This design comes from an exercise in tuning for small area and a short achievable clock period on the open sky130 flow, not from production work.
Where RTL was checked, it was by simulation tests only, not by an equivalence proof against the original.

Design StepperPositionController, start of the top module:
module StepperPositionController (
    input clk,
    input reset,
    input write,
    input [4:0] address,
    input signed [31:0] writedata,
    input read,
    output signed [31:0] readdata,
    output step,
    output dir,
    input A,
    input B,
    input I,
    output reg enable,
    output reg [1:0] MS,
    input endswitch
  );
  parameter CLOCK_FREQ_HZ = 50_000_000;    
  localparam [24:0] HALF = CLOCK_FREQ_HZ / 2;
  localparam [15:0] MS_LAST = CLOCK_FREQ_HZ / 1000 - 1;
  reg [31:0] setpoint, Kp, Ki, deadband, integralMax, outputMax, pos_offset;
  reg [31:0] ramp_up_limit, ramp_up_threshold;
  reg [31:0] count, E, error, iterm, term_sum;
  reg res_nz;
  reg [31:0] result_freq;
  reg sf_act, sf_big;
  reg [24:0] Dsf;
  reg [31:0] R;
  reg [24:0] Dr;
  reg slow_clk;
  reg [15:0] ms_cnt;
  reg [31:0] ticks_per_millisecond, pos_prev;
  wire [31:0] E_next;
  wire [31:0] count_next;
  wire [31:0] i_raw;
  wire [31:0] neg_imax;
  wire [31:0] ts_n;
  wire [31:0] pterm;
  wire [31:0] position;
  wire [31:0] ticks_n;
  wire [31:0] rf_n;
  wire [31:0] rf_abs;
  wire [31:0] R_dec;
  wire [24:0] R_load;
  wire [15:0] ms_inc;
  wire s_1;
  wire c_2;
  wire s_3;
  wire c_4;
  wire s_5;
  wire c_6;
  wire s_7;
  wire c_8;
  ...
export LEC_CHECK = 0
export ABC_AREA = 1
export CAP_MARGIN = 20
export CORE_MARGIN = 2
export CORE_UTILIZATION = 40
export SLEW_MARGIN = 20
create_clock -name core_clock -period 100.0 [get_ports {clk}]
run.sh (not shown) runs the stock make flow with config.mk's settings and CLKGATE_MAP_FILE= SYNTH_SCRIPT=/design/flow/synth_recipe.tcl, a recipe that flattens the netlist after the stock synthesis.
The baseline finished with timing, DRC and antenna clean.
Then changed:
--- a/flow/config.mk
+++ b/flow/config.mk
@@ -6,5 +6,4 @@
 export NUM_CORES = 4
 export LEC_CHECK = 0
-export ABC_AREA = 1
 export CAP_MARGIN = 20
 export CORE_MARGIN = 2
Worst hold slack stays flat. Via count is higher by 26%. Synthesized area is higher by 16%. Register-to-register slack is worse by 1.5 ns.
Function was not checked in any run of this note: the RTL went through the layout flow alone.

* * *

== v59 ==
StepperPositionController, a different RTL version from the one above (not shown whole).
Size in the first run: roughly 6400 cells after synthesis, roughly 82 I/O pins, roughly 0.059 mm2 of cells after synthesis.
export LEC_CHECK = 0
export ABC_AREA = 1
export CAP_MARGIN = 20
export CORE_MARGIN = 2
export CORE_UTILIZATION = 40
export CTS_BUF_LIST = sky130_fd_sc_hd__clkbuf_8
export SLEW_MARGIN = 20
export SYNTH_HIERARCHICAL = 1
create_clock -name core_clock -period 100.0 [get_ports {clk}]
standard.sh (not shown) runs the stock make flow with config.mk's settings and CLKGATE_MAP_FILE= SYNTH_SCRIPT=/design/flow/synth_recipe.tcl, a recipe that flattens the netlist after the stock synthesis.
==> flow/flow/run.sh <==
#!/bin/bash
# The standard layout (standard.sh), with two changes passed to ORFS:
#  - the clock tree uses sky130_fd_sc_hd__clkbuf_8 cells on sink clusters of at
#    most 16 flip-flops within 80 um, without the dummy loads CTS otherwise adds
#    for balancing;
#  - the port buffers are sky130_fd_sc_hd__buf_2 cells.
# Each tool's output goes to the ORFS logs under orfs/logs; standard.sh's own
# output to standard.log.
set -o pipefail
export CTS_ARGS="-sink_clustering_enable -repair_clock_nets -dont_use_dummy_load -buf_list sky130_fd_sc_hd__clkbuf_8 -sink_clustering_size 16 -sink_clustering_max_diameter 80"
export BUFFER_PORTS_ARGS="-buffer_cell sky130_fd_sc_hd__buf_2"
bash standard.sh > standard.log 2>&1
## Diff of input files: v4 against v59
Settings: CORE_UTILIZATION: 40 -> 50.
-- flow/flow/run.sh --
<<< v59, line 4
#    most 16 flip-flops within 80 um, without the dummy loads CTS otherwise adds
>>> v4, line 4
#    most 14 flip-flops within 70 um, without the dummy loads CTS otherwise adds
<<< v59, line 10
export CTS_ARGS="-sink_clustering_enable -repair_clock_nets -dont_use_dummy_load -buf_list sky130_fd_sc_hd__clkbuf_8 -sink_clustering_size 16 -sink_clustering_max_diameter 80"
>>> v4, line 10
export CTS_ARGS="-sink_clustering_enable -repair_clock_nets -dont_use_dummy_load -buf_list sky130_fd_sc_hd__clkbuf_8 -sink_clustering_size 14 -sink_clustering_max_diameter 70"
Results
The worst setup path endpoint comes out readdata[22] in one run and readdata[0] in the other, namely in v59 and v4 respectively.
--- input diff v4..v7 ---
Settings: swapping sky130_fd_sc_hd__clkbuf_8 for sky130_fd_sc_hd__clkbuf_4 in CTS_BUF_LIST; swapping 50 for 40 in CORE_UTILIZATION.
==> flow/flow/run.sh <==
#!/bin/bash
# The standard layout (standard.sh), with two changes passed to ORFS:
#  - the clock tree is built without the dummy loads CTS otherwise adds for balancing;
#  - the port buffers are sky130_fd_sc_hd__buf_2 cells.
# Each tool's output goes to the ORFS logs under orfs/logs; standard.sh's own
# output to standard.log.
set -o pipefail
export CTS_ARGS="-sink_clustering_enable -repair_clock_nets -dont_use_dummy_load -buf_list sky130_fd_sc_hd__clkbuf_4"
export BUFFER_PORTS_ARGS="-buffer_cell sky130_fd_sc_hd__buf_2"
bash standard.sh > standard.log 2>&1
### Flow results
- | via count | lower: v4 |
- Comparing v4 and v7, number of global-route vias before repair is lower on v4.
- Diff v4 -> v7: met1 track utilization from global routing moved down, wire length of the first global-routing pass moved up, sequential cell area in the final layout level, fraction of the cycle the final worst path needs level, final net count moved up.
Setup changes, v7 to v21
==> flow/run.sh (new file) <==
#!/bin/bash
# synth_recipe.tcl (not shown) runs the flow's synth.tcl, then flattens the netlist and writes it again
# the make line also repeats each setting of config.mk as NAME=value (left out here)
make -C /OpenROAD-flow-scripts/flow DESIGN_CONFIG=/design/flow/config.mk WORK_HOME=/design/flow/orfs CLKGATE_MAP_FILE= SYNTH_SCRIPT=/design/flow/synth_recipe.tcl finish
removed: flow/flow/run.sh
removed: flow/standard.sh
Notes after the runs:
Relative to v7, fill cell instance count of the final layout has decreased by 108 in v21.
v21 against v7: clock skew moved down; critical path depth moved up; post-route clock period utilization moved up.
Looking at end of the critical path, the readdata[16] result is from v21; the readdata[22] one comes from v7.

* * *

Starting RTL as in the previous note.
==> flow/design.v (excerpt) <==
module StepperPositionController (
    input clk,
    input reset,
    input write,
    input [4:0] address,
    input signed [31:0] writedata,
    input read,
    output signed [31:0] readdata,
    output step,
    output dir,
    input A,
    input B,
    input I,
    output reg enable,
    output reg [1:0] MS,
    input endswitch
  );
==> flow/config.mk <==
export PLATFORM = sky130hd
export DESIGN_NAME = StepperPositionController
export DESIGN_NICKNAME = StepperPositionController
export VERILOG_FILES = /design/flow/design.v
export SDC_FILE = /design/flow/constraint.sdc
export NUM_CORES = 4
export LEC_CHECK = 0
export ABC_AREA = 1
export CAP_MARGIN = 20
export CORE_MARGIN = 2
export CORE_UTILIZATION = 40
export CTS_BUF_LIST = sky130_fd_sc_hd__clkbuf_4
export SLEW_MARGIN = 20
export SYNTH_HIERARCHICAL = 1
==> flow/constraint.sdc <==
create_clock -name core_clock -period 100.0 [get_ports {clk}]
set_input_delay 20.0000 -clock core_clock [delete_from_list [all_inputs] [get_ports {clk}]]
set_output_delay 20.0000 -clock core_clock [all_outputs]
set_load 0.01 [all_outputs]
==> flow/flow/run.sh <==
#!/bin/bash
# The standard layout (standard.sh), with the clock tree built without the
# dummy loads that CTS otherwise adds for balancing. Each tool's output goes to
# the ORFS logs under orfs/logs; standard.sh's own output to standard.log.
set -o pipefail
export CTS_ARGS="-sink_clustering_enable -repair_clock_nets -dont_use_dummy_load -buf_list sky130_fd_sc_hd__clkbuf_8 -sink_clustering_size 16 -sink_clustering_max_diameter 80"
bash standard.sh > standard.log 2>&1
==> next run, changes <==
==> flow/flow/run.sh (replaced) <==
#!/bin/bash
# The standard layout (standard.sh), with two changes passed to ORFS:
#  - the clock tree uses sky130_fd_sc_hd__clkbuf_8 cells on sink clusters of at
#    most 14 flip-flops within 70 um, without the dummy loads CTS otherwise adds
#    for balancing;
#  - the port buffers are sky130_fd_sc_hd__buf_2 cells.
# Each tool's output goes to the ORFS logs under orfs/logs; standard.sh's own
# output to standard.log.
set -o pipefail
export CTS_ARGS="-sink_clustering_enable -repair_clock_nets -dont_use_dummy_load -buf_list sky130_fd_sc_hd__clkbuf_8 -sink_clustering_size 14 -sink_clustering_max_diameter 70"
export BUFFER_PORTS_ARGS="-buffer_cell sky130_fd_sc_hd__buf_2"
bash standard.sh > standard.log 2>&1
--- a/flow/config.mk
+++ b/flow/config.mk
@@ -12 +12,2 @@
-export CTS_BUF_LIST = sky130_fd_sc_hd__clkbuf_4
+export CTS_BUF_LIST = sky130_fd_sc_hd__clkbuf_8
+export GPL_TIMING_DRIVEN = 0
The new run ran to the end with no violations; worst setup slack got worse by 310 ps; synthesized area does not change; die area stays the same; core utilization climbs by 0.48 points; clock skew rises by 30 ps; count of clock-buffer cells in the layout grows by 20; routed wire length came out higher by 34%; sequential cell count does not change; sequential share of layout area came out lower by 0.30 points.
==> next run, changes <==
--- a/flow/config.mk
+++ b/flow/config.mk
@@ -13 +12,0 @@
-export GPL_TIMING_DRIVEN = 0
Outcome:
- worst setup slack gains 1200 ps
- design area shrinks slightly
- fmax grows by a few percent
- register-to-register slack gains 950 ps
- wire length shrinks by a quarter to a third
- global-route usage shrinks by 9.5 points
==> next run, changes <==
--- a/flow/flow/run.sh
+++ b/flow/flow/run.sh
@@ -6 +6 @@
-#  - the port buffers are sky130_fd_sc_hd__buf_2 cells.
+#  - the port buffers are sky130_fd_sc_hd__buf_4 cells.
@@ -11 +11 @@
-export BUFFER_PORTS_ARGS="-buffer_cell sky130_fd_sc_hd__buf_2"
+export BUFFER_PORTS_ARGS="-buffer_cell sky130_fd_sc_hd__buf_4"
After rerunning: Synthesized cell count stays the same; die area stays the same; design area climbs by 0.31%; sequential cell count stays the same; non-clock buffer count increases by 1.

* * *

Starting RTL as in the previous note.
Settings: LEC_CHECK=0, ABC_AREA=1, CAP_MARGIN=20, CORE_MARGIN=2, CORE_UTILIZATION=40, CTS_BUF_LIST=sky130_fd_sc_hd__clkbuf_4, SLEW_MARGIN=20, SYNTH_HIERARCHICAL=1; clock period 100.0 ns.
==> flow/flow/run.sh <==
#!/bin/bash
# The standard layout (standard.sh), with the clock tree built without the
# dummy loads that CTS otherwise adds for balancing. Each tool's output goes to
# the ORFS logs under orfs/logs; standard.sh's own output to standard.log.
set -o pipefail
export CTS_ARGS="-sink_clustering_enable -repair_clock_nets -dont_use_dummy_load -buf_list sky130_fd_sc_hd__clkbuf_4"
bash standard.sh > standard.log 2>&1
The starting point finished clean.
Rerun with:
==> flow/flow/run.sh (replaced) <==
#!/bin/bash
# The standard layout (standard.sh), with two changes passed to ORFS:
#  - the clock tree uses sky130_fd_sc_hd__clkbuf_8 cells on sink clusters of at
#    most 14 flip-flops within 70 um, without the dummy loads CTS otherwise adds
#    for balancing;
#  - the port buffers are sky130_fd_sc_hd__buf_2 cells.
# Each tool's output goes to the ORFS logs under orfs/logs; standard.sh's own
# output to standard.log.
set -o pipefail
export CTS_ARGS="-sink_clustering_enable -repair_clock_nets -dont_use_dummy_load -buf_list sky130_fd_sc_hd__clkbuf_8 -sink_clustering_size 14 -sink_clustering_max_diameter 70"
export BUFFER_PORTS_ARGS="-buffer_cell sky130_fd_sc_hd__buf_2"
bash standard.sh > standard.log 2>&1
CTS_BUF_LIST = sky130_fd_sc_hd__clkbuf_8   (was sky130_fd_sc_hd__clkbuf_4)
PLACE_DENSITY = 0.8   (was unset)
Cell count came out lower by 1.7%.
Via count increases by 1.7%.
Worst setup slack is better by 0.53 ns.
Count of clock-buffer cells in the layout went down by 117.
Register-to-register slack degrades by 0.21 ns.
Core utilization fell by 0.76 points.
Area after synthesis is unchanged.
Flip-flop and latch count is unchanged.
Die area is unchanged.

what the ideal ports hide:
How much do the figures lean on ideal ports? The routed layouts below were timed once more, with nothing changed but the port constraints. Step 1 assumes that a clkbuf_16 drives the clock port and a buf_2 every other input. Step 2 adds t to the input delays and takes it off the output delays; t is the mean of the earliest and latest rising clock arrival at the registers after step 1. Input paths then give back, and output paths get back, about the clock's delay inside the block. Slacks: ideal / step 1 / step 2; pairs: ideal / step 1.
run | shift t [ns] | slack for setup (ns) | hold slack, ns | worst slew at a driven data input, ns
the first run of note 1 | 0.748 | 55.827 / 55.793 / 55.793 | 0.349 / 0.349 / 0.349 | 0.16
the second run of note 1 | 0.756 | 55.721 / 55.652 / 55.652 | 0.346 / 0.346 / 0.346 | 0.09
v59 | 0.764 | 57.004 / 56.937 / 56.937 | 0.361 / 0.361 / 0.361 | 0.10
v4 | 0.782 | 56.881 / 56.807 / 56.807 | 0.367 / 0.367 / 0.367 | 0.10
v7 | 1.119 | 56.947 / 56.879 / 56.879 | 0.350 / 0.350 / 0.350 | 0.10
v21 | 1.158 | 56.017 / 55.986 / 55.986 | 0.353 / 0.353 / 0.353 | 0.10
the first run of note 3 | 0.760 | 56.058 / 56.028 / 56.028 | 0.364 / 0.364 / 0.364 | 0.11
the second run of note 3 | 0.830 | 55.752 / 55.719 / 55.719 | 0.358 / 0.358 / 0.358 | 0.06
the third run of note 3 | 0.791 | 56.971 / 56.906 / 56.906 | 0.357 / 0.357 / 0.357 | 0.10
the fourth run of note 3 | 0.768 | 57.098 / 57.026 / 57.026 | 0.352 / 0.352 / 0.352 | 0.09
the first run of note 4 | 1.135 | 55.995 / 55.965 / 55.965 | 0.353 / 0.353 / 0.353 | 0.10
the second run of note 4 | 0.770 | 56.527 / 56.445 / 56.445 | 0.363 / 0.363 / 0.363 | 0.18
After both steps every run listed still meets setup and hold. For the second run of note 4, which loses most, drivers alone change the setup slack by -0.082 ns; drivers and shift together by -0.082 ns.
